What follows belongs to an exercise in optimizing a design on an open flow for small area and a short achievable clock period; a production flow would make more cautious choices. No functional check of the RTL was part of any run shown here. Power figures rest on the tool's default switching activity, not on a simulated workload.

$ cat flow/design.v
module CmpTree #(parameter N = 8) (
  input  wire [N-1:0] a,
  input  wire [N-1:0] b,
  output wire         gt,
  output wire         eq
);
  localparam L = $clog2(N);
  localparam M = 1 << L;
  wire [M-1:0] g [0:L];
  wire [M-1:0] e [0:L];
  assign g[0] = {{(M-N){1'b0}}, b & ~a};
  assign e[0] = {{(M-N){1'b1}}, ~(a ^ b)};
  genvar l, i;
  generate
    for (l = 0; l < L; l = l + 1) begin : lvl
      for (i = 0; i < (M >> (l + 1)); i = i + 1) begin : nd
        assign g[l+1][i] = g[l][2*i+1] | (e[l][2*i+1] & g[l][2*i]);
        assign e[l+1][i] = e[l][2*i+1] & e[l][2*i];
      end
      if ((M >> (l + 1)) < M) begin : pad
        assign g[l+1][M-1:(M >> (l + 1))] = 0;
        assign e[l+1][M-1:(M >> (l + 1))] = 0;
      end
    end
  endgenerate
  assign gt = g[L][0];
  assign eq = e[L][0];
endmodule
module KsAdd #(parameter N = 24) (
  input  wire [N-1:0] x,
  input  wire [N-1:0] y,
  output wire [N-1:0] s,
  output wire         co
);
  localparam L = $clog2(N);
  wire [N-1:0] p = x ^ y;
  wire [N-1:0] g [0:L];
  wire [N-1:0] pp [0:L];
  assign g[0]  = x & y;
  assign pp[0] = p;
  genvar l, i;
  generate
    for (l = 0; l < L; l = l + 1) begin : lvl
      for (i = 0; i < N; i = i + 1) begin : bt
        if (i >= (1 << l)) begin : cb
          assign g[l+1][i]  = g[l][i] | (pp[l][i] & g[l][i - (1 << l)]);
          assign pp[l+1][i] = pp[l][i] & pp[l][i - (1 << l)];
        end else begin : ps
          assign g[l+1][i]  = g[l][i];
          assign pp[l+1][i] = pp[l][i];
        end
      end
    end
  endgenerate
  assign s  = p ^ {g[L][N-2:0], 1'b0};
  assign co = g[L][N-1];
endmodule
module ExpDiff (
  input  wire [7:0] ea,
  input  wire [7:0] eb,
  output wire [7:0] dab,     
  output wire [7:0] dba,     
  output wire       ge,      
  output wire       eq       
);
  wire [7:0] x = ea;
  wire [7:0] y = ~eb;
  wire [7:0] p = x ^ y;
  wire [7:0] g [0:3];
  wire [7:0] pp [0:3];
  assign g[0]  = x & y;
  assign pp[0] = p;
  genvar l, i;
  generate
    for (l = 0; l < 3; l = l + 1) begin : lvl
      for (i = 0; i < 8; i = i + 1) begin : bt
        if (i >= (1 << l)) begin : cb
          assign g[l+1][i]  = g[l][i] | (pp[l][i] & g[l][i - (1 << l)]);
          assign pp[l+1][i] = pp[l][i] & pp[l][i - (1 << l)];
        end else begin : ps
          assign g[l+1][i]  = g[l][i];
          assign pp[l+1][i] = pp[l][i];
        end
      end
    end
  endgenerate
  wire [7:0] c0 = {g[3][6:0], 1'b0};
  wire [7:0] c1 = {g[3][6:0] | pp[3][6:0], 1'b1};
  assign dba = ~(p ^ c0);
  assign dab = p ^ c1;
  assign ge  = g[3][7] | pp[3][7];
  assign eq  = pp[3][7];
endmodule
module SkAdd #(parameter N = 24) (
  input  wire [N-1:0] x,
  input  wire [N-1:0] y,
  output wire [N-1:0] s,
  output wire         co
);
  localparam L = $clog2(N);
  wire [N-1:0] p = x ^ y;
  wire [N-1:0] g [0:L];
  wire [N-1:0] pp [0:L];
  assign g[0]  = x & y;
  assign pp[0] = p;
  genvar l, i;
  generate
    for (l = 0; l < L; l = l + 1) begin : lvl
      for (i = 0; i < N; i = i + 1) begin : bt
        if ((i >> l) & 1) begin : cb
          assign g[l+1][i]  = g[l][i] | (pp[l][i] & g[l][((i >> l) << l) - 1]);
          assign pp[l+1][i] = pp[l][i] & pp[l][((i >> l) << l) - 1];
        end else begin : ps
          assign g[l+1][i]  = g[l][i];
          assign pp[l+1][i] = pp[l][i];
        end
      end
    end
  endgenerate
  assign s  = p ^ {g[L][N-2:0], 1'b0};
  assign co = g[L][N-1];
endmodule
module Lzc32 (
  input  wire [31:0] x,
  output wire [4:0]  cnt,
  output wire        zero
);
  wire [15:0] z1; wire [15:0] c1;           
  wire [7:0]  z2; wire [15:0] c2;           
  wire [3:0]  z3; wire [11:0] c3;           
  wire [1:0]  z4; wire [7:0]  c4;           
  genvar i;
  generate
    for (i = 0; i < 16; i = i + 1) begin : l1
      assign z1[i] = ~(x[2*i+1] | x[2*i]);
      assign c1[i] = ~x[2*i+1];
    end
    for (i = 0; i < 8; i = i + 1) begin : l2
      assign z2[i] = z1[2*i+1] & z1[2*i];
      assign c2[2*i+1:2*i] = z1[2*i+1] ? {1'b1, c1[2*i]} : {1'b0, c1[2*i+1]};
    end
    for (i = 0; i < 4; i = i + 1) begin : l3
      assign z3[i] = z2[2*i+1] & z2[2*i];
      assign c3[3*i+2:3*i] = z2[2*i+1] ? {1'b1, c2[4*i+1:4*i]} : {1'b0, c2[4*i+3:4*i+2]};
    end
    for (i = 0; i < 2; i = i + 1) begin : l4
      assign z4[i] = z3[2*i+1] & z3[2*i];
      assign c4[4*i+3:4*i] = z3[2*i+1] ? {1'b1, c3[6*i+2:6*i]} : {1'b0, c3[6*i+5:6*i+3]};
    end
  endgenerate
  assign zero = z4[1] & z4[0];
  assign cnt  = z4[1] ? {1'b1, c4[3:0]} : {1'b0, c4[7:4]};
endmodule
module PipelinedFAdd (
  input  wire        clk,
  input  wire        rst,
  input  wire [31:0] A,
  input  wire [31:0] B,
  input  wire        operation,
  input  wire        in_valid,
  output wire [31:0] result,
  output wire        out_valid
);
  wire        sa = A[31];
  wire        sb = B[31] ^ operation;
  wire [7:0]  ea = A[30:23];
  wire [7:0]  eb = B[30:23];
  wire [22:0] fa = A[22:0];
  wire [22:0] fb = B[22:0];
  wire ea_nz  = |ea;
  wire eb_nz  = |eb;
  wire fa_nz  = |fa;
  wire fb_nz  = |fb;
  wire a_nan  = (&ea) & fa_nz;
  wire a_inf  = (&ea) & ~fa_nz;
  wire b_inf  = (&eb) & ~fb_nz;
  wire a_zero = ~ea_nz & ~fa_nz;
  wire b_zero = ~eb_nz & ~fb_nz;
  wire special = (&ea) | (&eb) | a_zero | b_zero;
  wire [7:0] dab, dba;
  wire       e_ge, e_eq;
  ExpDiff u_ed (.ea(ea), .eb(eb), .dab(dab), .dba(dba), .ge(e_ge), .eq(e_eq));
  wire f_gt, f_eq;
  CmpTree #(23) u_cf (.a(fa), .b(fb), .gt(f_gt), .eq(f_eq));
  wire swap = (~e_ge | (e_eq & f_gt)) & ~a_nan;
  wire [7:0] d    = e_ge ? dab : dba;
  wire       qnan = a_inf & b_inf & operation & (sa ^ sb);
  reg  [7:0]  r1_e;
  reg  [23:0] r1_mb, r1_ms;
  reg  [4:0]  r1_d;
  reg         r1_kill, r1_s, r1_sub, r1_qnan, r1_cancel;
  always @(posedge clk) begin
    r1_e      <= swap ? eb : ea;
    r1_mb     <= {(swap ? eb_nz : ea_nz) | special, swap ? fb : fa};
    r1_ms     <= {swap ? ea_nz : eb_nz, swap ? fa : fb};
    r1_d      <= d[4:0];
    r1_kill   <= special | (d > 8'd23);
    r1_sub    <= sa ^ sb;
    r1_qnan   <= qnan;
    r1_cancel <= e_eq & f_eq & (sa ^ sb) & ~special;
    r1_s      <= ~qnan & ((swap ? sb : sa) ^ (a_zero & b_zero & operation));
  end
  wire [23:0] ms_al = r1_kill ? 24'd0 : (r1_ms >> r1_d);
  wire [23:0] ad_s;
  wire        ad_co;
  SkAdd #(24) u_add (.x(r1_mb ^ {24{r1_sub}}), .y(ms_al), .s(ad_s), .co(ad_co));
  reg  [7:0]  r2_q;
  reg  [24:0] r2_sum;
  reg         r2_s, r2_qnan;
  always @(posedge clk) begin
    r2_q    <= r1_cancel ? (~r1_e - 8'd25) : (~r1_e - 8'd1);
    r2_sum  <= {ad_co & ~r1_sub, ad_s ^ {24{r1_sub}}};
    r2_s    <= r1_s;
    r2_qnan <= r1_qnan;
  end
  wire [4:0] lz;
  wire       lz_zero;
  Lzc32 u_lzc (.x({r2_sum, 7'h7F}), .cnt(lz), .zero(lz_zero));
  wire [24:0] sh4 = lz[4] ? {r2_sum[8:0], 16'd0} : r2_sum;
  wire [24:0] sh3 = lz[3] ? {sh4[16:0], 8'd0} : sh4;
  wire [24:0] sh2 = lz[2] ? {sh3[20:0], 4'd0} : sh3;
  wire [24:0] sh1 = lz[1] ? {sh2[22:0], 2'd0} : sh2;
  wire [24:0] sh0 = lz[0] ? {sh1[23:0], 1'd0} : sh1;
  wire [7:0] ne_out;
  wire       ne_co;
  KsAdd #(8) u_exp (.x(r2_q), .y({3'd0, lz}), .s(ne_out), .co(ne_co));
  reg [31:0] r3_res;
  always @(posedge clk)
    r3_res <= {r2_s, ~ne_out, sh0[23] | r2_qnan, sh0[22:1]};
  assign result = r3_res;
  reg [2:0] vld;
  always @(posedge clk or posedge rst)
    if (rst) vld <= 3'b000;
    else     vld <= {vld[1:0], in_valid};
  assign out_valid = vld[2];
endmodule
$ cat flow/run.sh
#!/bin/bash
# synth_recipe.tcl (not shown) runs the flow's synth.tcl, then flattens the netlist and writes it again
# the make line also repeats each setting of config.mk as NAME=value (left out here)
make -C /OpenROAD-flow-scripts/flow DESIGN_CONFIG=/design/flow/config.mk WORK_HOME=/design/flow/orfs CLKGATE_MAP_FILE= SYNTH_SCRIPT=/design/flow/synth_recipe.tcl finish
$ cat flow/config.mk
export PLATFORM = sky130hd
export DESIGN_NAME = PipelinedFAdd
export DESIGN_NICKNAME = PipelinedFAdd
export VERILOG_FILES = /design/flow/design.v
export SDC_FILE = /design/flow/constraint.sdc
export NUM_CORES = 4
export LEC_CHECK = 0
export CAP_MARGIN = 20
export CORE_MARGIN = 2
export CORE_UTILIZATION = 40
export SETUP_SLACK_MARGIN = 4.5
export SLEW_MARGIN = 20
$ cat flow/constraint.sdc
create_clock -name core_clock -period 8.0 [get_ports {clk}]
set_input_delay 1.6000 -clock core_clock [delete_from_list [all_inputs] [get_ports {clk}]]
set_output_delay 1.6000 -clock core_clock [all_outputs]
set_load 0.01 [all_outputs]
==> impl_metrics.json, run 1 <==
{
  "cts_buffers": 17,
  "htreeDepth": 4,
  "synth_top_family_by_area": "compound AO/OA/AOI/OAI gates",
  "crit_start": "r1_d[0]",
  "timing.hold.ws_ps": 328,
  "grt_pass1_vias": 7562,
  "nFillCells": 1907,
  "tightest_slew_ps": 873,
  "grt_max_degree": 51,
  "drc": 0,
  "vdd_drop_max_v": 0.000129,
  "syn_inst": 980,
  "synthSimpleGateAreaFrac_pct": 12.4,
  "rsz0062_at_grt": "yes",
  "synth_edf_count": 0,
  "min_from": "r2_s",
  "critPathLaunchType": "register",
  "drt_wl_total_mm": 25.3,
  "synth_seq_cells": 136,
  "drtPass1Iterations": 5,
  "synth.cell_area_mm2": 0.00901,
  "clk_pin_slew_ps": 70,
  "crit_type": "reg2reg",
  "synth_cell_types": 73,
  "cts_num_sinks": 136,
  "synth.avg_cell_area_um2": 9.20,
  "cp_max_fo": 5,
  "core_area_mm2": 0.0220,
  "fp.dieH_um": 154,
  "overflow": 0,
  "via_count": 7687,
  "syn_to_final_growth_pct": 29.5,
  "start_util_pct": 41.0,
  "setup_slack_ps": 4080,
  "track_usage_pct": 20.9,
  "routed.top_layer": "met4",
  "wl_met3_mm": 1.35,
  "status": "finished clean",
  "yosys_most_used_dff": "dfxtp_1",
  "synth_most_common_cell": "dfxtp_1",
  "ctsHoldBuffers": 0,
  "setup_viol": 0,
  "fmax_mhz": 255,
  "dr_wl_met2_mm": 12.1,
  "wl_per_cell_um": 18.2,
  "ant_nets": 0,
  "antenna_cells": 0,
  "drv_cap": 0,
  "arrival_ps": 4190,
  "critPathRequiredTime_ps": 8270,
  "maxSlewViolCount": 0,
  "final_nets": 1238,
  "power_leakage_uw": 0.00511,
  "grt_pass1_wl_mm": 39.4,
  "period_needed_ps": 3920,
  "seq_area_frac_synth_pct": 30.4,
  "async_reset_ff_share_pct": 2.21,
  "drt_iter0_drc": 403,
  "fin_util_pct": 53.2,
  "fin_skew_ps": 13.2,
  "rows": 54,
  "clock_latency_ps": 430,
  "place.port_buffers": 100,
  "synth_area_leader_cell": "dfxtp_1",
  "hold_path_class": "reg2reg",
  "preCtsSetupSlack_ps": 3150,
  "r2r-start": "r1_d[0]",
  "synthTopCellsByArea": "dfxtp_1 (30%), ha_1 (8.7%), mux2i_1 (8.0%)",
  "post-dp-hpwl_mm": 18.4,
  "die-area_mm2": 0.0237,
  "p_per_area_mw_per_mm2": 306,
  "yosys-mux-area-fraction_pct": 16.2,
  "synth-warning-count": 5,
  "floorplan.die.width_um": 154,
  "slew_headroom_pct": 41.6,
  "wl_met1_mm": 11.1,
  "synthesis.nets": 1118,
  "drive_above_1_share_pct": 22.7,
  "synth_xor_area_share_pct": 8.46,
  "synth_top_area_share_pct": 29.5,
  "period_share_pct": 49.1,
  "vias_per_cell": 5.52,
  "cts_root_buffer": "clkbuf_16",
  "setup.worst_path.end_class": "register",
  "cts_max_path_buffers": 2,
  "synthAdderAreaFrac_pct": 10.3,
  "cts_tree": "built",
  "antenna_found_initial": 0,
  "pin_count": 101,
  "synthTopCellsByCount": "dfxtp_1 (133), mux2i_1 (72), inv_1 (65)",
  "gp_congestion": 0.892,
  "synth_compound_area_share_pct": 16.5,
  "tns_ps": 0,
  "hold_violations": 0
}
## flip-flops by register name, summed over array words and instances (netlist names)
signal / count
r3_res: 32
r2_sum: 25
r1_mb: 24
r1_ms: 24
r1_e: 8
r2_q: 8
r1_d: 5
vld: 3
r1_cancel: 1
r1_kill: 1
r1_qnan: 1
r1_s: 1
r1_sub: 1
r2_qnan: 1
r2_s: 1
## report_power, final
part	total (uW)	internal, uW	switching, uW	leakage, uW
Combinational	1710	872	837	0.00367
Sequential	1100	892	203	0.00115
Clock	774	455	319	0.000283
## layout by cell type, fill, tap and decap left out, drive strengths merged, types with 5 or more instances in the layout
cell type,count
ha,63
a22o,9
nand4,14
buf,52
dfxtp,133
dlygate4sd2,32
or4,5
nor2b,13
xnor2,42
mux2,49
and3,7
nand3b,6
o22ai,9
fa,7
xor2,45
a21o,15
nand3,9
a211oi,16
mux2i,72
a22oi,6
clkbuf,37
a2bb2oi,5
dlymetal6s2s,7
inv,75
nor4,16
nor2,61
nand2,61
a21oi,55
a221o,5
mux4,8
nand2b,8
o21ai,51
o21bai,10
clkdlybuf4s50,38
o22a,6
## cells by family after synthesis
family          Yosys count
compound gates          222
xor+xnor                 87
fa+ha+maj                70
buf+inv                 118
flops                   136
mux                     129
simple gates            218
## through the flow
stage | total power [uW] | area [um2] | std cells
6_report | 3580 | 11700 | 1393
3_5_place_dp | 2660 | 10200 | 1315
3_3_place_gp | 2660 | 10200 | 1315
4_1_cts | 3520 | 11400 | 1376
2_1_floorplan | 2220 | 9160 | 980
5_1_grt | 3810 | 11700 | 1393
## area by class of cell
cell class              count  area, um2  area share, %
repair buffers            151       1440           12.3
multi-input cells         727       6280           53.8
flip-flops and latches    136       2750           23.5
clock buffers              20        457           3.91
well taps                 280        350           3.00
inverters                  67        269           2.30
clock inverters            12        129           1.10
## path summary, 6_finish.rpt
kind | end | slack [ps] | cells past startpoint
max in group asynchronous | vld[2] | 6550 | 2
min in group asynchronous | vld[0] | 1330 | 2
worst max register to register | r2_sum[8] | 4080 | 13
worst min register to register | r3_res[31] | 330 | 0
worst min-delay path | r3_res[31] | 330 | 0
worst max-delay path | r2_sum[8] | 4080 | 13
## timing repair
| item | in CTS | in global routing |
|---|---|---|
| endpoints found under the setup margin | 86 | 64 |
| cloned | 3 | 2 |
| pin swaps | 28 | 22 |
| buffers inserted | 26 | 15 |
| gates resized for setup | 130 | 75 |
## metal layers
layer | track usage (%) | vias up
li1 | - | 3766
met5 | 0 | -
met4 | 8.10 | 0
met1 | 26.8 | 3583
met3 | 3.38 | 48
met2 | 35.4 | 290
## critical path: stages (launching register included)
cell and delay, ps:
dfxtp_4 360, buf_12 110, mux4_2 500, mux4_2 470, a21oi_2 200, nor2_1 60, ha_2 190, fa_2 350
a211o_1 320, a221o_1 360, a21oi_2 160, o21bai_1 90, fa_2 530, xor2_1 60
==> run 2: changes to the inputs <==
--- a/flow/config.mk
+++ b/flow/config.mk
@@ -8,5 +8,5 @@
 export CAP_MARGIN = 20
 export CORE_MARGIN = 2
 export CORE_UTILIZATION = 40
-export SETUP_SLACK_MARGIN = 4.5
+export SETUP_SLACK_MARGIN = 5
 export SLEW_MARGIN = 20
==> impl_metrics.json, run 2 <==
{
  "status": "finished clean",
  "cts_tree": "built",
  "yosys_most_used_dff": "dfxtp_1",
  "min_from": "r2_s",
  "p_per_area_mw_per_mm2": 301,
  "hold_violations": 0,
  "seq_area_frac_synth_pct": 30.4,
  "synth_top_area_share_pct": 29.5,
  "rows": 54,
  "place.port_buffers": 100,
  "cts_buffers": 17,
  "cts_max_path_buffers": 2,
  "nFillCells": 1795,
  "synth_edf_count": 0,
  "fin_skew_ps": 10.1,
  "rsz0062_at_grt": "yes",
  "slowest_stage": "fa_2",
  "cts_num_sinks": 136,
  "via_count": 8298,
  "syn_to_final_growth_pct": 44.5,
  "die-area_mm2": 0.0237,
  "pwr-share-seq_pct": 28.6,
  "power.share.clock_pct": 21.3,
  "p_switching_uw": 1480,
  "core_area_mm2": 0.0220,
  "drtPass1Iterations": 5,
  "r2r-start": "r1_d[0]",
  "comb_power_share_pct": 50.0,
  "tightest_slew_ps": 793,
  "crit_chain": "buf_12 > mux4_2 > mux4_2 > a21oi_2 > nor2_1 > ha_2 > fa_2 > a211o_1 > a21oi_4 > o311a_1 > nand3b_1 > nand2b_1 > fa_2 > xor2_1",
  "ant_nets": 0,
  "synth_cell_types": 73,
  "fin_util_pct": 59.3,
  "largest_reg_flops": 32,
  "critPathLaunchType": "register",
  "synth.cell_area_mm2": 0.00901,
  "ctsHoldBuffers": 0,
  "drive_above_1_share_pct": 38.6,
  "synth_seq_cells": 136,
  "final_nets": 1310,
  "htreeDepth": 4,
  "final_common_cell": "dfxtp_1",
  "largestRegisters": "r3_res (32), r2_sum (25)",
  "tns_ps": 0,
  "antenna_cells": 0,
  "grt_max_degree": 51,
  "pin_count": 101,
  "mostFrequentLayoutCells": "dfxtp_1 (126), buf_4 (71), mux2i_1 (59)",
  "drt_wl_total_mm": 29.1,
  "fmax_mhz": 255,
  "largest_register": "r3_res",
  "overflow": 0,
  "p_sw_share_pct": 37.7,
  "layout.area.seq_mm2": 0.00275,
  "synthTopCellsByArea": "dfxtp_1 (30%), ha_1 (8.7%), mux2i_1 (8.0%)",
  "fp.dieH_um": 154,
  "internal_power_uw": 2440,
  "crit_start": "r1_d[0]",
  "r2r_setup_slack_ps": 4080,
  "post-dp-hpwl_mm": 18.1,
  "power_leakage_uw": 0.00555,
  "start_util_pct": 41.0,
  "synth-warning-count": 5,
  "crit_type": "reg2reg",
  "async_reset_ff_share_pct": 2.21,
  "slew_headroom_pct": 47.1,
  "arrival_ps": 4210,
  "critPathRequiredTime_ps": 8280,
  "synthesis.nets": 1118,
  "hold_path_class": "reg2reg",
  "period_needed_ps": 3920,
  "wl_per_cell_um": 19.8,
  "drv_cap": 0,
  "synthTopCellsByCount": "dfxtp_1 (133), mux2i_1 (72), inv_1 (65)",
  "grt_pass1_vias": 8000,
  "vdd_drop_max_v": 0.000140,
  "track_usage_pct": 22.9,
  "drc": 0,
  "setup.worst_path.end_class": "register",
  "gp_congestion": 0.892,
  "drt_iter0_drc": 465,
  "clock_latency_ps": 430,
  "synth.avg_cell_area_um2": 9.20,
  "cts_root_buffer": "clkbuf_16",
  "multi_input_area_mm2": 0.00689,
  "synth_most_common_cell": "dfxtp_1",
  "antenna_found_initial": 0,
  "synth_area_leader_cell": "dfxtp_1",
  "vias_per_cell": 5.66,
  "critPathMaxStageDelay_ps": 540,
  "setup_viol": 0,
  "maxSlewViolCount": 0,
  "floorplan.die.width_um": 154,
  "clk_pin_slew_ps": 70,
  "cp_max_fo": 7,
  "period_share_pct": 49.0,
  "grt_pass1_wl_mm": 42.3,
  "syn_inst": 980
}
[run 2: cell counts after synthesis]
No cell type changed its count.
[run 2: routing by layer]
layer | routed length, um | part of all wire, % | vias to the layer above | global-route usage (%)
met1 | 12100 | 41 | 3945 | 27.6
met4 | 1270 | 4.4 | 0 | 10.5
met2 | 14100 | 49 | 346 | 39.7
met3 | 1610 | 5.5 | 97 | 4.14
met5 | 0 | 0 | - | 0
li1 | - | - | 3910 | -
[run 2: cell type report]
class / count / area share [%]
multi-input combinational: 730 / 52.9
sequential: 136 / 21.1
timing repair buffer: 220 / 16.5
clock buffer: 20 / 3.43
tap: 280 / 2.69
inverter: 67 / 2.10
clock inverter: 12 / 1.28
[run 2: final timing paths]
check                             endpoint  cells past startpoint
worst max-delay path            r2_sum[16]                     14
worst min-delay path            r3_res[31]                      0
worst max register to register  r2_sum[16]                     14
worst min register to register  r3_res[31]                      0
max in group asynchronous           vld[0]                      2
min in group asynchronous           vld[2]                      2
[run 2: kinds of logic after synthesis]
| logic type | after synthesis | share of synthesized area, % |
|---|---|---|
| adder cells (fa/ha/maj) | 70 | 10.3 |
| multiplexers | 129 | 16.2 |
| buffers and inverters | 118 | 5.80 |
| flip-flops | 136 | 30.4 |
| AND/OR/NAND/NOR | 218 | 12.4 |
| XOR/XNOR | 87 | 8.46 |
| AO/OA/AOI/OAI | 222 | 16.5 |
[run 2: metrics by stage]
step	cells	hold slack (ps)	worst slack (ps)	total power, uW	cell area, um2
floorplan	980	310	4280	2250	9250
global placement	1315	315	3050	2670	10300
detailed placement	1315	312	2980	2680	10300
CTS	1426	326	4010	3750	12500
global route	1465	334	3960	4120	13000
finish	1465	326	4080	3920	13000
[run 2: timing repair]
item,CTS,global route
pin swaps,64,67
setup endpoints to repair,114,89
gates cloned,11,1
resized for setup,371,122
setup buffers,68,38
[run 2: power groups by stage]
stage	clock network (uW)	logic (uW)	registers, uW
final	835	1960	1120
after global routing	865	2110	1140
after CTS	837	1810	1100
after detailed placement	0	1570	1110
after global placement	0	1560	1110
after floorplan	0	1210	1040
[run 2: worst max-delay path, delay by kind of cell (launching register included)]
family / cells / cell delay (ps)
adder cells (fa/ha/maj): 3 / 1080
multiplexers: 2 / 990
AO/OA/AOI/OAI: 4 / 930
flip-flops: 1 / 360
AND/OR/NAND/NOR: 3 / 250
buffers and inverters: 1 / 120
XOR/XNOR: 1 / 60
==> run 3: changes to the inputs <==
--- a/flow/config.mk
+++ b/flow/config.mk
@@ -5,6 +5,7 @@
 export SDC_FILE = /design/flow/constraint.sdc
 export NUM_CORES = 4
 export LEC_CHECK = 0
+export ABC_AREA = 1
 export CAP_MARGIN = 20
 export CORE_MARGIN = 2
 export CORE_UTILIZATION = 40
==> impl_metrics.json, run 3 <==
{
  "clock_latency_ps": 430,
  "seq_area_frac_synth_pct": 30.0,
  "setup_viol": 0,
  "power_leakage_uw": 0.00625,
  "vias_per_cell": 5.37,
  "critPathRequiredTime_ps": 8290,
  "drtPass1Iterations": 5,
  "hold_violations": 0,
  "fmax_mhz": 304,
  "synthTopCellsByArea": "dfxtp_1 (29%), nand2_1 (15%), ha_1 (8.6%)",
  "drive_above_1_share_pct": 28.2,
  "tightest_slew_ps": 663,
  "r2r-start": "r1_d[1]",
  "syn_to_final_growth_pct": 44.8,
  "syn_inst": 1338,
  "grt_pass1_vias": 8973,
  "r2r_setup_slack_ps": 4710,
  "synth_edf_count": 0,
  "mostFrequentLayoutCells": "nand2_1 (270), dfxtp_1 (129), inv_1 (117)",
  "rows": 55,
  "critPathLaunchType": "register",
  "cts_tree": "built",
  "fp.dieH_um": 155,
  "gp_congestion": 0.965,
  "period_share_pct": 41.1,
  "synthTopCellsByCount": "nand2_1 (353), inv_1 (156), dfxtp_1 (133)",
  "die-area_mm2": 0.0240,
  "period_needed_ps": 3290,
  "place.port_buffers": 100,
  "wl_per_cell_um": 16.7,
  "ant_nets": 0,
  "drv_cap": 0,
  "synth_seq_cells": 136,
  "setup_slack_ps": 4710,
  "cts_buffers": 17,
  "setup.worst_path.end_class": "register",
  "synthesis.nets": 1476,
  "routed.top_layer": "met4",
  "clk_pin_slew_ps": 60,
  "rr_worst_depth": 16,
  "preCtsSetupSlack_ps": 3100,
  "grt_pass1_wl_mm": 44.6,
  "final_common_cell": "nand2_1",
  "crit_end": "r2_sum[16]",
  "slew_headroom_pct": 55.8,
  "tns_ps": 0,
  "wl_met3_mm": 1.24,
  "drc": 0,
  "nFillCells": 1995,
  "synth_cell_types": 49,
  "antenna_cells": 0,
  "synth.cell_area_mm2": 0.00913,
  "synth_most_common_cell": "nand2_1",
  "largest_reg_flops": 32,
  "start_util_pct": 40.6,
  "synth_top_area_share_pct": 29.2,
  "p_per_area_mw_per_mm2": 296,
  "status": "finished clean",
  "antenna_found_initial": 0,
  "largestRegisters": "r3_res (32), r2_sum (25)",
  "track_usage_pct": 23.2,
  "drt_iter0_drc": 497,
  "rsz0062_at_grt": "yes",
  "cp_max_fo": 8,
  "cts_root_buffer": "clkbuf_16",
  "via_count": 9776,
  "synth.avg_cell_area_um2": 6.82,
  "htreeDepth": 4,
  "post-dp-hpwl_mm": 18.9,
  "maxSlewViolCount": 0,
  "cts_num_sinks": 136,
  "floorplan.die.width_um": 155,
  "async_reset_ff_share_pct": 2.21,
  "final_nets": 1662,
  "wl_met1_mm": 12.4,
  "crit_start": "r1_d[1]",
  "vdd_drop_max_v": 0.000138,
  "grt_max_degree": 41,
  "arrival_ps": 3580,
  "cts_max_path_buffers": 2,
  "pin_count": 101,
  "synth_area_leader_cell": "dfxtp_1",
  "crit_type": "reg2reg",
  "ctsHoldBuffers": 0,
  "largest_register": "r3_res",
  "yosys_most_used_dff": "dfxtp_1",
  "hold_path_class": "reg2reg",
  "fin_skew_ps": 9.79,
  "synth-warning-count": 5,
  "dr_wl_met2_mm": 15.4,
  "overflow": 0,
  "regToRegEndpoint": "r2_sum[16]",
  "drt_wl_total_mm": 30.4,
  "core_area_mm2": 0.0225
}
## run 3: power by group
| part | total [uW] | switching [uW] | internal [uW] |
|---|---|---|---|
| clock | 888 | 320 | 568 |
| combinational | 1990 | 1170 | 818 |
| sequential | 1030 | 132 | 900 |
| total | 3910 | 1620 | 2290 |
## run 3: worst max-delay path: stages, from the launching register on
cell        delay [ps]
dfxtp_4            380
buf_12             140
clkinvlp_4         180
nand3_1            150
o21ai_2             70
mux2i_1            130
inv_1               70
buf_4              120
buf_4              120
a21oi_1            320
ha_1               260
nand2_1            100
nor3_2             300
nand3_2            140
nand2_4            100
fa_2               430
xor2_1             140
## run 3: worst min path at each step
stage / startpoint / endpoint / slack, ps / cells after the start
final: r1_qnan / r2_qnan / 330 / 0
after global routing: r1_qnan / r2_qnan / 350 / 0
after CTS: r1_qnan / r2_qnan / 340 / 0
after detailed placement: r1_qnan / r2_qnan / 330 / 0
after global placement: r1_qnan / r2_qnan / 310 / 0
after floorplan: r1_qnan / r2_qnan / 310 / 0
## run 3: area by class of cell
cell class / count / area (um2) / share of cell area, %
clock buffers: 20 / 447 / 3.38
clock inverters: 12 / 210 / 1.59
inverters: 161 / 663 / 5.02
multi-input cells: 1008 / 6960 / 52.6
flip-flops and latches: 136 / 2750 / 20.8
well taps: 285 / 357 / 2.70
repair buffers: 193 / 1780 / 13.5
repair inverters: 7 / 51.3 / 0.388
## run 3: per-stage QoR
stage / hold WS (ps) / area [um2] / total power, uW / instances / utilization, %
after floorplan: 310 / 9260 / 2170 / 1338 / -
after detailed placement: 328 / 10300 / 2660 / 1676 / 46.0
after global routing: 346 / 13200 / 4190 / 1822 / 58.7
after CTS: 336 / 12300 / 3760 / 1784 / 54.8
after global placement: 314 / 10300 / 2650 / 1676 / 46.0
final: 335 / 13200 / 3910 / 1822 / 58.7
## run 3: cell families after synthesis
kind of cell    synth area share [%]
simple gates                    28.7
compound gates                  14.3
buf+inv                         9.28
flops                           30.0
xor+xnor                        7.10
fa+ha+maj                       10.2
mux                            0.439
## run 3: per-layer routing
layer | vias to the layer above | global-route usage, %
met2 | 318 | 41.0
li1 | 4797 | -
met3 | 93 | 2.76
met1 | 4568 | 28.1
met4 | 0 | 10.9
met5 | - | 0
## run 3: repair_timing
item                                    CTS  global route
pin swaps                                72            51
setup buffers                            58            30
endpoints found under the setup margin   89            85
resized for setup                       275           199
cloned                                   18             8
==> run 4: changes to the inputs <==
==> flow/flow/run.sh (new file) <==
#!/bin/bash
# Standard layout, with the adder cells left to ABC (no full/half adder
# extraction before it). make's output goes to standard.log, each ORFS step
# logs to orfs/logs/.
bash standard.sh ADDER_MAP_FILE= finish > standard.log 2>&1
==> flow/standard.sh (new file) <==
#!/bin/bash
# synth_recipe.tcl (not shown) runs the flow's synth.tcl, then flattens the netlist and writes it again
# the make line also repeats each setting of config.mk as NAME=value (left out here)
make -C /OpenROAD-flow-scripts/flow DESIGN_CONFIG=/design/flow/config.mk WORK_HOME=/design/flow/orfs CLKGATE_MAP_FILE= SYNTH_SCRIPT=/design/flow/synth_recipe.tcl "${@:-finish}"
removed: flow/run.sh
==> impl_metrics.json, run 4 <==
{
  "status": "finished clean",
  "drive_above_1_share_pct": 26.2,
  "final_nets": 1724,
  "hold_violations": 0,
  "tightest_slew_ps": 552,
  "synth_top_area_share_pct": 29.3,
  "cts_buffers": 17,
  "rsz0062_at_grt": "yes",
  "crit_type": "in2reg",
  "period_needed_ps": 3300,
  "power_leakage_uw": 0.00628,
  "drtPass1Iterations": 8,
  "rows": 55,
  "crit_buf_inv": 4,
  "cp_common_cell": "nand3_2",
  "fmax_mhz": 303,
  "r2r-start": "r1_d[0]",
  "cts_tree": "built",
  "core_area_mm2": 0.0224,
  "largestRegisters": "r3_res (32), r2_sum (25)",
  "vdd_drop_max_v": 0.000110,
  "synth_most_common_cell": "nand2_1",
  "largest_reg_flops": 32,
  "cp_max_fo": 4,
  "start_util_pct": 40.5,
  "vias_per_cell": 5.31,
  "ant_nets": 0,
  "critPathRequiredTime_ps": 8310,
  "mostFrequentLayoutCells": "nand2_1 (374), nand3_1 (152), inv_1 (135)",
  "synth_top_family_by_area": "simple AND/OR/NAND/NOR gates",
  "hold_path_class": "reg2reg",
  "yosys_most_used_dff": "dfxtp_1",
  "die-area_mm2": 0.0239,
  "grt_pass1_vias": 9515,
  "synth_area_leader_cell": "dfxtp_1",
  "dr_wl_met2_mm": 14.9,
  "synthAdderAreaFrac_pct": 0,
  "min_to": "r2_s",
  "synth-warning-count": 5,
  "synth_edf_count": 0,
  "final_area_mm2": 0.0129,
  "synth_compound_area_share_pct": 13.5,
  "overflow": 0,
  "synthTopCellsByArea": "dfxtp_1 (29%), nand2_1 (17%), nand3_1 (8.8%)",
  "critical-path-top-delay-family": "simple AND/OR/NAND/NOR gates",
  "floorplan.die.width_um": 155,
  "htreeDepth": 4,
  "wl_met3_mm": 1.67,
  "power_uw": 3540,
  "r2r_setup_slack_ps": 5260,
  "wl_met1_mm": 12.7,
  "routed.top_layer": "met4",
  "gp_congestion": 0.938,
  "final_common_cell": "nand2_1",
  "drt_wl_total_mm": 30.6,
  "cts_max_path_buffers": 2,
  "grt_max_degree": 47,
  "seq_area_frac_synth_pct": 30.1,
  "min_from": "r1_s",
  "synthSimpleGateAreaFrac_pct": 37.6,
  "setup.worst_path.end_class": "register",
  "track_usage_pct": 23.6,
  "drc": 0,
  "fp.dieH_um": 155,
  "drv_cap": 0,
  "synthesis.nets": 1532,
  "dpl_cell_area_mm2": 0.0103,
  "grt_pass1_wl_mm": 45.7,
  "clock_latency_ps": 430,
  "cts_num_sinks": 136,
  "syn_to_final_growth_pct": 41.9,
  "fin_skew_ps": 22.4,
  "pin_count": 101,
  "wl_per_cell_um": 15.7,
  "ctsHoldBuffers": 0,
  "holdPathStages": 0,
  "setup_viol": 0,
  "antenna_cells": 0,
  "synth.avg_cell_area_um2": 6.21,
  "antenna_found_initial": 0,
  "synth.cell_area_mm2": 0.00908,
  "clk_pin_slew_ps": 60,
  "crit_chain": "dlygate4sd2_1 > inv_1 > nand2_1 > nand3_2 > nor2_1 > nor3_1 > o21ai_1 > nand2_1 > nand3_2 > nand2_4 > nand3_4 > buf_4 > buf_6 > nand3b_1 > nand3_2 > nand2_2 > nor2_1",
  "slowest_stage": "dlygate4sd2_1",
  "post-dp-hpwl_mm": 19.8,
  "period_share_pct": 41.3,
  "tns_ps": 0,
  "synth_cell_types": 56,
  "nFillCells": 2013,
  "rr_worst_depth": 20,
  "maxSlewViolCount": 0,
  "arrival_ps": 3620,
  "yosys-mux-area-fraction_pct": 1.21,
  "critPathLaunchType": "primary input",
  "synthTopCellsByCount": "nand2_1 (420), inv_1 (186), nand3_1 (160)",
  "async_reset_ff_share_pct": 2.21,
  "cts_root_buffer": "clkbuf_16",
  "place.port_buffers": 100,
  "synth_seq_cells": 136,
  "via_count": 10363,
  "synth_xor_area_share_pct": 6.61,
  "slew_headroom_pct": 63.1,
  "p_per_area_mw_per_mm2": 275,
  "critPathMaxStageDelay_ps": 290,
  "largest_register": "r3_res",
  "syn_inst": 1464,
  "regToRegEndpoint": "r2_sum[11]",
  "drt_iter0_drc": 654
}
run 4: worst max path at each step:
stage	slack, ps	startpoint	depth (start not counted)	end
2_1_floorplan	4860	B[25]	15	r1_mb[20]
3_3_place_gp	3260	B[25]	16	r1_s
3_5_place_dp	3180	B[25]	16	r1_s
4_1_cts	4810	B[15]	15	r1_ms[16]
5_1_grt	4550	A[2]	17	r1_s
6_report	4700	A[2]	17	r1_s
run 4: final cells by class:
class                      count  area [um2]  area share [%]
timing repair inverter         1        5.00          0.0388
sequential                   136        2750            21.3
tap                          285         357            2.77
timing repair buffer         220        2150            16.7
clock buffer                  17         425            3.30
clock inverter                12         225            1.75
inverter                     195         797            6.18
multi-input combinational   1085        6180            47.9
run 4: metrics by stage:
step / setup slack [ps] / hold WS (ps) / std cells / util [%]
finish: 4700 / 330 / 1951 / 57.5
global route: 4550 / 341 / 1951 / 57.5
CTS: 4810 / 331 / 1912 / 54.5
detailed placement: 3180 / 315 / 1803 / 45.9
global placement: 3260 / 318 / 1803 / 45.9
floorplan: 4860 / 310 / 1464 / -
run 4: cells by family (layout without fill, tap and decap cells):
family / count (synthesis) / count (layout)
flops: 136 / 136
compound gates: 221 / 221
mux: 11 / 11
simple gates: 785 / 786
buf+inv: 244 / 445
xor+xnor: 67 / 67
run 4: per-layer routing:
layer  up-vias  track usage (%)
met3        90             3.03
li1       5125                -
met4         0             10.5
met2       420             41.4
met1      4728             28.8
met5         -                0
run 4: power by group:
group / switching (uW) / internal, uW / leakage [uW]
combinational: 962 / 685 / 0.00481
clock: 295 / 580 / 0.000319
sequential: 135 / 885 / 0.00116
total: 1390 / 2150 / 0.00628
run 4: timing repair:
action,CTS,global route
hold endpoints to repair,0,0
setup buffers,71,31
endpoints found under the setup margin,90,88
resized for setup,346,197
gates cloned,9,8
pin swaps,46,43
run 4: worst register-to-register path: cells and delay by family (launching register included):
family	cells	cell delay (ps)
AOI/OAI and AO/OA	2	430
buffers and inverters	2	230
DFF	1	440
and+or+nand+nor	16	1540

port drivers added, routing unchanged:
Ports are ideal in the flow. The routed layouts listed here were re-timed in OpenROAD. Step 1: set_driving_cell puts a clkbuf_16 on clk and a buf_2 on each other input, an assumption about the parent block. Step 2 moves the port delays by t, midway between the first and last clock arrival at a register: inputs arrive t later, outputs are due t later. That takes back most of the time a late clock gives input paths. Three values: no drivers, after step 1, after step 2; two values: the first two.
| run | t, ns | setup slack, ns | worst setup path at the end | worst slew at a driven data input, ns | cell pins on the clock port's net |
|---|---|---|---|---|---|
| run 1 | 0.463 | 4.076 / 4.076 / 4.074 | input to register | 0.04 | 1 |
| run 2 | 0.475 | 4.078 / 4.078 / 4.078 | register to register | 0.06 | 1 |
| run 3 | 0.467 | 4.709 / 4.709 / 4.303 | input to register | 0.06 | 1 |
| run 4 | 0.461 | 4.699 / 4.718 / 4.257 | input to register | 0.07 | 1 |
After both steps setup and hold are still met in every run listed. For run 4, which loses most, drivers alone change the setup slack by +0.019 ns; drivers and shift together by -0.442 ns.
